Context: an optimization exercise on an open-source flow, tuned for small area, a short achievable clock period and few clock cycles. The choices shown serve that exercise and are no tape-out recipe.
Power is estimated from default activity; no workload was simulated.

==> flow/design.v <==
module rs_cudu_v2(
	input clock, reset,
	input sqrt_start, input [19:0] data_in,
	output sqrt_done, output [9:0] data_out
);
reg [2:0] cnt;		 
reg [9:0] q;		 
reg [10:0] r;		 
reg [1:0] pr;		 
assign sqrt_done = (cnt == 3'd7);
assign data_out = q;
function [6:0] seed;
	input [5:0] d;
	case (d)
		6'd0: seed = {3'd0, 4'd0};
		6'd1: seed = {3'd1, 4'd0};
		6'd2: seed = {3'd1, 4'd1};
		6'd3: seed = {3'd1, 4'd2};
		6'd4: seed = {3'd2, 4'd0};
		6'd5: seed = {3'd2, 4'd1};
		6'd6: seed = {3'd2, 4'd2};
		6'd7: seed = {3'd2, 4'd3};
		6'd8: seed = {3'd2, 4'd4};
		6'd9: seed = {3'd3, 4'd0};
		6'd10: seed = {3'd3, 4'd1};
		6'd11: seed = {3'd3, 4'd2};
		6'd12: seed = {3'd3, 4'd3};
		6'd13: seed = {3'd3, 4'd4};
		6'd14: seed = {3'd3, 4'd5};
		6'd15: seed = {3'd3, 4'd6};
		6'd16: seed = {3'd4, 4'd0};
		6'd17: seed = {3'd4, 4'd1};
		6'd18: seed = {3'd4, 4'd2};
		6'd19: seed = {3'd4, 4'd3};
		6'd20: seed = {3'd4, 4'd4};
		6'd21: seed = {3'd4, 4'd5};
		6'd22: seed = {3'd4, 4'd6};
		6'd23: seed = {3'd4, 4'd7};
		6'd24: seed = {3'd4, 4'd8};
		6'd25: seed = {3'd5, 4'd0};
		6'd26: seed = {3'd5, 4'd1};
		6'd27: seed = {3'd5, 4'd2};
		6'd28: seed = {3'd5, 4'd3};
		6'd29: seed = {3'd5, 4'd4};
		6'd30: seed = {3'd5, 4'd5};
		6'd31: seed = {3'd5, 4'd6};
		6'd32: seed = {3'd5, 4'd7};
		6'd33: seed = {3'd5, 4'd8};
		6'd34: seed = {3'd5, 4'd9};
		6'd35: seed = {3'd5, 4'd10};
		6'd36: seed = {3'd6, 4'd0};
		6'd37: seed = {3'd6, 4'd1};
		6'd38: seed = {3'd6, 4'd2};
		6'd39: seed = {3'd6, 4'd3};
		6'd40: seed = {3'd6, 4'd4};
		6'd41: seed = {3'd6, 4'd5};
		6'd42: seed = {3'd6, 4'd6};
		6'd43: seed = {3'd6, 4'd7};
		6'd44: seed = {3'd6, 4'd8};
		6'd45: seed = {3'd6, 4'd9};
		6'd46: seed = {3'd6, 4'd10};
		6'd47: seed = {3'd6, 4'd11};
		6'd48: seed = {3'd6, 4'd12};
		6'd49: seed = {3'd7, 4'd0};
		6'd50: seed = {3'd7, 4'd1};
		6'd51: seed = {3'd7, 4'd2};
		6'd52: seed = {3'd7, 4'd3};
		6'd53: seed = {3'd7, 4'd4};
		6'd54: seed = {3'd7, 4'd5};
		6'd55: seed = {3'd7, 4'd6};
		6'd56: seed = {3'd7, 4'd7};
		6'd57: seed = {3'd7, 4'd8};
		6'd58: seed = {3'd7, 4'd9};
		6'd59: seed = {3'd7, 4'd10};
		6'd60: seed = {3'd7, 4'd11};
		6'd61: seed = {3'd7, 4'd12};
		6'd62: seed = {3'd7, 4'd13};
		6'd63: seed = {3'd7, 4'd14};
	endcase
endfunction
wire [2:0] q0;
wire [3:0] r0;
assign {q0, r0} = seed(data_in[19:14]);
wire neg = r[10];
wire [9:0] hi = r[9:0] + ({1'b0, q[8:0]} ^ {10{~neg}}) + {9'd0, |pr};
wire [11:0] sum = {hi, pr - 2'd1};
always @(posedge clock, posedge reset)
	if (reset) cnt <= 3'd0;
	else if (sqrt_start) cnt <= 3'd1;
	else if (cnt == 3'd7) cnt <= 3'd0;
	else if (cnt != 3'd0) cnt <= cnt + 3'd1;
always @(posedge clock) begin
	if (sqrt_start) begin
		q <= {7'd0, q0};
		r <= {7'd0, r0};
	end else begin
		if (cnt != 3'd0) q <= {q[8:0], ~sum[11]};
		r <= sum[10:0];
	end
	case (cnt)
		3'd0: pr <= data_in[13:12];
		3'd1: pr <= data_in[11:10];
		3'd2: pr <= data_in[9:8];
		3'd3: pr <= data_in[7:6];
		3'd4: pr <= data_in[5:4];
		3'd5: pr <= data_in[3:2];
		default: pr <= data_in[1:0];
	endcase
end
endmodule
clock: 5.0 ns
lec_check: 0
cap_margin: 20
core_margin: 2
core_utilization: 40
setup_slack_margin: 2.5
slew_margin: 20
run.sh (not shown) runs the stock make flow with config.mk's settings and CLKGATE_MAP_FILE= SYNTH_SCRIPT=/design/flow/synth_recipe.tcl, a recipe that flattens the netlist after the stock synthesis.
Next try:
--- a/flow/design.v
+++ b/flow/design.v
@@ -1,13 +1,24 @@
+module nr_step(
+	input [10:0] r, input [9:0] q, input [1:0] p,
+	output [10:0] r_n, output [9:0] q_n
+);
+wire neg = r[10];
+wire ci = |p;
+wire [9:0] hi = r[9:0] + ({1'b0, q[8:0]} ^ {10{~neg}}) + {9'd0, ci};
+assign r_n = {hi[8:0], p - 2'd1};
+assign q_n = {q[8:0], ~hi[9]};
+endmodule
 module rs_cudu_v2(
 	input clock, reset,
 	input sqrt_start, input [19:0] data_in,
 	output sqrt_done, output [9:0] data_out
 );
 reg [2:0] cnt;		 
+reg done;
 reg [9:0] q;		 
 reg [10:0] r;		 
 reg [1:0] pr;		 
-assign sqrt_done = (cnt == 3'd7);
+assign sqrt_done = done;
 assign data_out = q;
 function [6:0] seed;
 	input [5:0] d;
@@ -81,29 +92,38 @@
 wire [2:0] q0;
 wire [3:0] r0;
 assign {q0, r0} = seed(data_in[19:14]);
-wire neg = r[10];
-wire [9:0] hi = r[9:0] + ({1'b0, q[8:0]} ^ {10{~neg}}) + {9'd0, |pr};
-wire [11:0] sum = {hi, pr - 2'd1};
+wire [10:0] ss [0:1];
+wire [9:0] sq [0:1];
+assign ss[0] = {7'd0, r0};
+assign sq[0] = {7'd0, q0};
+nr_step t0 (.r(ss[0]), .q(sq[0]), .p(data_in[13:12]), .r_n(ss[1]), .q_n(sq[1]));
+wire [10:0] rs [0:1];
+wire [9:0] qs [0:1];
+assign rs[0] = r;
+assign qs[0] = q;
+nr_step s0 (.r(rs[0]), .q(qs[0]), .p(pr[1:0]), .r_n(rs[1]), .q_n(qs[1]));
 always @(posedge clock, posedge reset)
 	if (reset) cnt <= 3'd0;
 	else if (sqrt_start) cnt <= 3'd1;
-	else if (cnt == 3'd7) cnt <= 3'd0;
+	else if (cnt == 3'd6) cnt <= 3'd0;
 	else if (cnt != 3'd0) cnt <= cnt + 3'd1;
+always @(posedge clock, posedge reset)
+	if (reset) done <= 1'b0;
+	else done <= (cnt == 3'd5);
 always @(posedge clock) begin
 	if (sqrt_start) begin
-		q <= {7'd0, q0};
-		r <= {7'd0, r0};
+		q <= sq[1];
+		r <= ss[1];
 	end else begin
-		if (cnt != 3'd0) q <= {q[8:0], ~sum[11]};
-		r <= sum[10:0];
+		if (cnt != 3'd0) q <= qs[1];
+		r <= rs[1];
 	end
 	case (cnt)
-		3'd0: pr <= data_in[13:12];
-		3'd1: pr <= data_in[11:10];
-		3'd2: pr <= data_in[9:8];
-		3'd3: pr <= data_in[7:6];
-		3'd4: pr <= data_in[5:4];
-		3'd5: pr <= data_in[3:2];
+		3'd0: pr <= data_in[11:10];
+		3'd1: pr <= data_in[9:8];
+		3'd2: pr <= data_in[7:6];
+		3'd3: pr <= data_in[5:4];
+		3'd4: pr <= data_in[3:2];
 		default: pr <= data_in[1:0];
 	endcase
 end
Result: First-iteration DRC count rose by a quarter to a third; cell area rose by a quarter to a third; critical path depth rose by 3; synthesized area rose by roughly a tenth; sequential share of layout area fell by 4.6 points; power hardly moves; sequential power fell by a few percent; non-clock buffer count rose by 22; global-route usage rose by 1.4 points; setup slack degrades by 0.11 ns; core utilization rose by 7.3 points; worst hold slack improves by 0.043 ns; die area rose by roughly a tenth.
No functional check of the RTL was part of any run of this note.

---

== build 60 ==
// rs_cudu_v2: RTL as listed in full above, without the edits since
make LEC_CHECK=0 ABC_CLOCK_PERIOD_IN_PS=2000 CAP_MARGIN=20 CORE_MARGIN=2 CORE_UTILIZATION=40 SETUP_SLACK_MARGIN=2.5 SLEW_MARGIN=20 finish   # period 5.0 ns
The inputs of build 6 differ from those of build 60 as listed below.
==> flow/design.v <==
module rs_cudu_v2(
	input clock, reset,
	input sqrt_start, input [19:0] data_in,
	output sqrt_done, output [9:0] data_out
);
reg [2:0] cnt;		 
reg [9:0] q;		 
reg [10:0] r;		 
reg [1:0] pr;		 
reg done;
assign sqrt_done = done;
assign data_out = q;
function [6:0] seed;
	input [5:0] d;
	case (d)
		6'd0: seed = {3'd0, 4'd0};
		6'd1: seed = {3'd1, 4'd0};
		6'd2: seed = {3'd1, 4'd1};
		6'd3: seed = {3'd1, 4'd2};
		6'd4: seed = {3'd2, 4'd0};
		6'd5: seed = {3'd2, 4'd1};
		6'd6: seed = {3'd2, 4'd2};
		6'd7: seed = {3'd2, 4'd3};
		6'd8: seed = {3'd2, 4'd4};
		6'd9: seed = {3'd3, 4'd0};
		6'd10: seed = {3'd3, 4'd1};
		6'd11: seed = {3'd3, 4'd2};
		6'd12: seed = {3'd3, 4'd3};
		6'd13: seed = {3'd3, 4'd4};
		6'd14: seed = {3'd3, 4'd5};
		6'd15: seed = {3'd3, 4'd6};
		6'd16: seed = {3'd4, 4'd0};
		6'd17: seed = {3'd4, 4'd1};
		6'd18: seed = {3'd4, 4'd2};
		6'd19: seed = {3'd4, 4'd3};
		6'd20: seed = {3'd4, 4'd4};
		6'd21: seed = {3'd4, 4'd5};
		6'd22: seed = {3'd4, 4'd6};
		6'd23: seed = {3'd4, 4'd7};
		6'd24: seed = {3'd4, 4'd8};
		6'd25: seed = {3'd5, 4'd0};
		6'd26: seed = {3'd5, 4'd1};
		6'd27: seed = {3'd5, 4'd2};
		6'd28: seed = {3'd5, 4'd3};
		6'd29: seed = {3'd5, 4'd4};
		6'd30: seed = {3'd5, 4'd5};
		6'd31: seed = {3'd5, 4'd6};
		6'd32: seed = {3'd5, 4'd7};
		6'd33: seed = {3'd5, 4'd8};
		6'd34: seed = {3'd5, 4'd9};
		6'd35: seed = {3'd5, 4'd10};
		6'd36: seed = {3'd6, 4'd0};
		6'd37: seed = {3'd6, 4'd1};
		6'd38: seed = {3'd6, 4'd2};
		6'd39: seed = {3'd6, 4'd3};
		6'd40: seed = {3'd6, 4'd4};
		6'd41: seed = {3'd6, 4'd5};
		6'd42: seed = {3'd6, 4'd6};
		6'd43: seed = {3'd6, 4'd7};
		6'd44: seed = {3'd6, 4'd8};
		6'd45: seed = {3'd6, 4'd9};
		6'd46: seed = {3'd6, 4'd10};
		6'd47: seed = {3'd6, 4'd11};
		6'd48: seed = {3'd6, 4'd12};
		6'd49: seed = {3'd7, 4'd0};
		6'd50: seed = {3'd7, 4'd1};
		6'd51: seed = {3'd7, 4'd2};
		6'd52: seed = {3'd7, 4'd3};
		6'd53: seed = {3'd7, 4'd4};
		6'd54: seed = {3'd7, 4'd5};
		6'd55: seed = {3'd7, 4'd6};
		6'd56: seed = {3'd7, 4'd7};
		6'd57: seed = {3'd7, 4'd8};
		6'd58: seed = {3'd7, 4'd9};
		6'd59: seed = {3'd7, 4'd10};
		6'd60: seed = {3'd7, 4'd11};
		6'd61: seed = {3'd7, 4'd12};
		6'd62: seed = {3'd7, 4'd13};
		6'd63: seed = {3'd7, 4'd14};
	endcase
endfunction
wire [2:0] q0;
wire [3:0] r0;
assign {q0, r0} = seed(data_in[19:14]);
wire neg = r[10];
wire [9:0] ha = r[9:0];
wire [9:0] hb = {1'b0, q[8:0]} ^ {10{~neg}};
wire [9:0] hp = ha ^ hb;
wire [9:0] gg [0:4];
wire [9:0] pp [0:4];
assign gg[0] = (ha & hb) | {9'd0, hp[0] & (|pr)};
assign pp[0] = hp;
genvar l, i;
generate
	for (l = 0; l < 4; l = l + 1) begin : lvl
		for (i = 0; i < 10; i = i + 1) begin : bitn
			if (i >= (1 << l)) begin : m
				assign gg[l+1][i] = gg[l][i] | (pp[l][i] & gg[l][i-(1<<l)]);
				assign pp[l+1][i] = pp[l][i] & pp[l][i-(1<<l)];
			end else begin : k
				assign gg[l+1][i] = gg[l][i];
				assign pp[l+1][i] = pp[l][i];
			end
		end
	end
endgenerate
wire [9:0] hi = hp ^ {gg[4][8:0], |pr};
wire [11:0] sum = {hi, pr - 2'd1};
always @(posedge clock, posedge reset)
	if (reset) cnt <= 3'd0;
	else if (sqrt_start) cnt <= 3'd1;
	else if (cnt == 3'd7) cnt <= 3'd0;
	else if (cnt != 3'd0) cnt <= cnt + 3'd1;
always @(posedge clock, posedge reset)
	if (reset) done <= 1'b0;
	else done <= (cnt == 3'd6);
always @(posedge clock) begin
	if (sqrt_start) begin
		q <= {7'd0, q0};
		r <= {7'd0, r0};
	end else begin
		if (cnt != 3'd0) q <= {q[8:0], ~sum[11]};
		r <= sum[10:0];
	end
	case (cnt)
		3'd0: pr <= data_in[13:12];
		3'd1: pr <= data_in[11:10];
		3'd2: pr <= data_in[9:8];
		3'd3: pr <= data_in[7:6];
		3'd4: pr <= data_in[5:4];
		3'd5: pr <= data_in[3:2];
		default: pr <= data_in[1:0];
	endcase
end
endmodule
## What came out
From build 60 to build 6 the numbers moved as follows: non-clock buffer count shrank by about 3%; delay of the slowest cell on the worst path up 0.10 ns; total number of sequential cells increased by 1 relative to the old numbers; number of distinct library cell variants in the gate-level netlist after synthesis went up; total of hold buffers inserted after clock tree synthesis flat. In summary, build 60 completed successfully, with a layout that passed the timing, design-rule and antenna checks. Build 6: no failed stages, no open violations at the end. Between build 60 and build 6, total wirelength of the detailed-routed design increased. Lower worst slack at placement among build 6 and build 60: build 60. From build 60 to build 6 the numbers moved as follows: number of antenna violations at the first check in global routing stayed essentially flat, net switching power of the design rose by 3.1%.
No run of this note included a check of the RTL's function; only the layout flow was run.

==> separate check: timing with driven ports <==
Ports are ideal in the flow. The routed layouts listed here were re-timed in OpenROAD. Step 1 assumes that a clkbuf_16 drives the clock port and a buf_2 every other input. Step 2 also shifts input and output timing later by t, the mid clock arrival at the registers, as if the neighbouring blocks saw the same clock. a / b / c = no drivers / after step 1 / after step 2; a / b = the first two.
| run | t (ns) | setup slack, ns | hold slack, ns | worst setup path after step 2 | worst data-port slew with drivers (ns) |
|---|---|---|---|---|---|
| the first run of note 1 | 0.291 | 2.398 / 2.398 / 2.373 | 0.457 / 0.457 / 0.457 | input to register | 0.04 |
| the second run of note 1 | 0.299 | 2.291 / 2.183 / 1.884 | 0.500 / 0.500 / 0.500 | input to register | 0.13 |
| build 60 | 0.291 | 2.398 / 2.398 / 2.373 | 0.457 / 0.457 / 0.457 | input to register | 0.04 |
| build 6 | 0.294 | 2.687 / 2.687 / 2.409 | 0.455 / 0.455 / 0.455 | input to register | 0.03 |
After both steps every run listed still meets setup and hold. The setup slack of the second run of note 1, which loses most, moves by -0.108 ns with the drivers and by -0.407 ns with both steps.
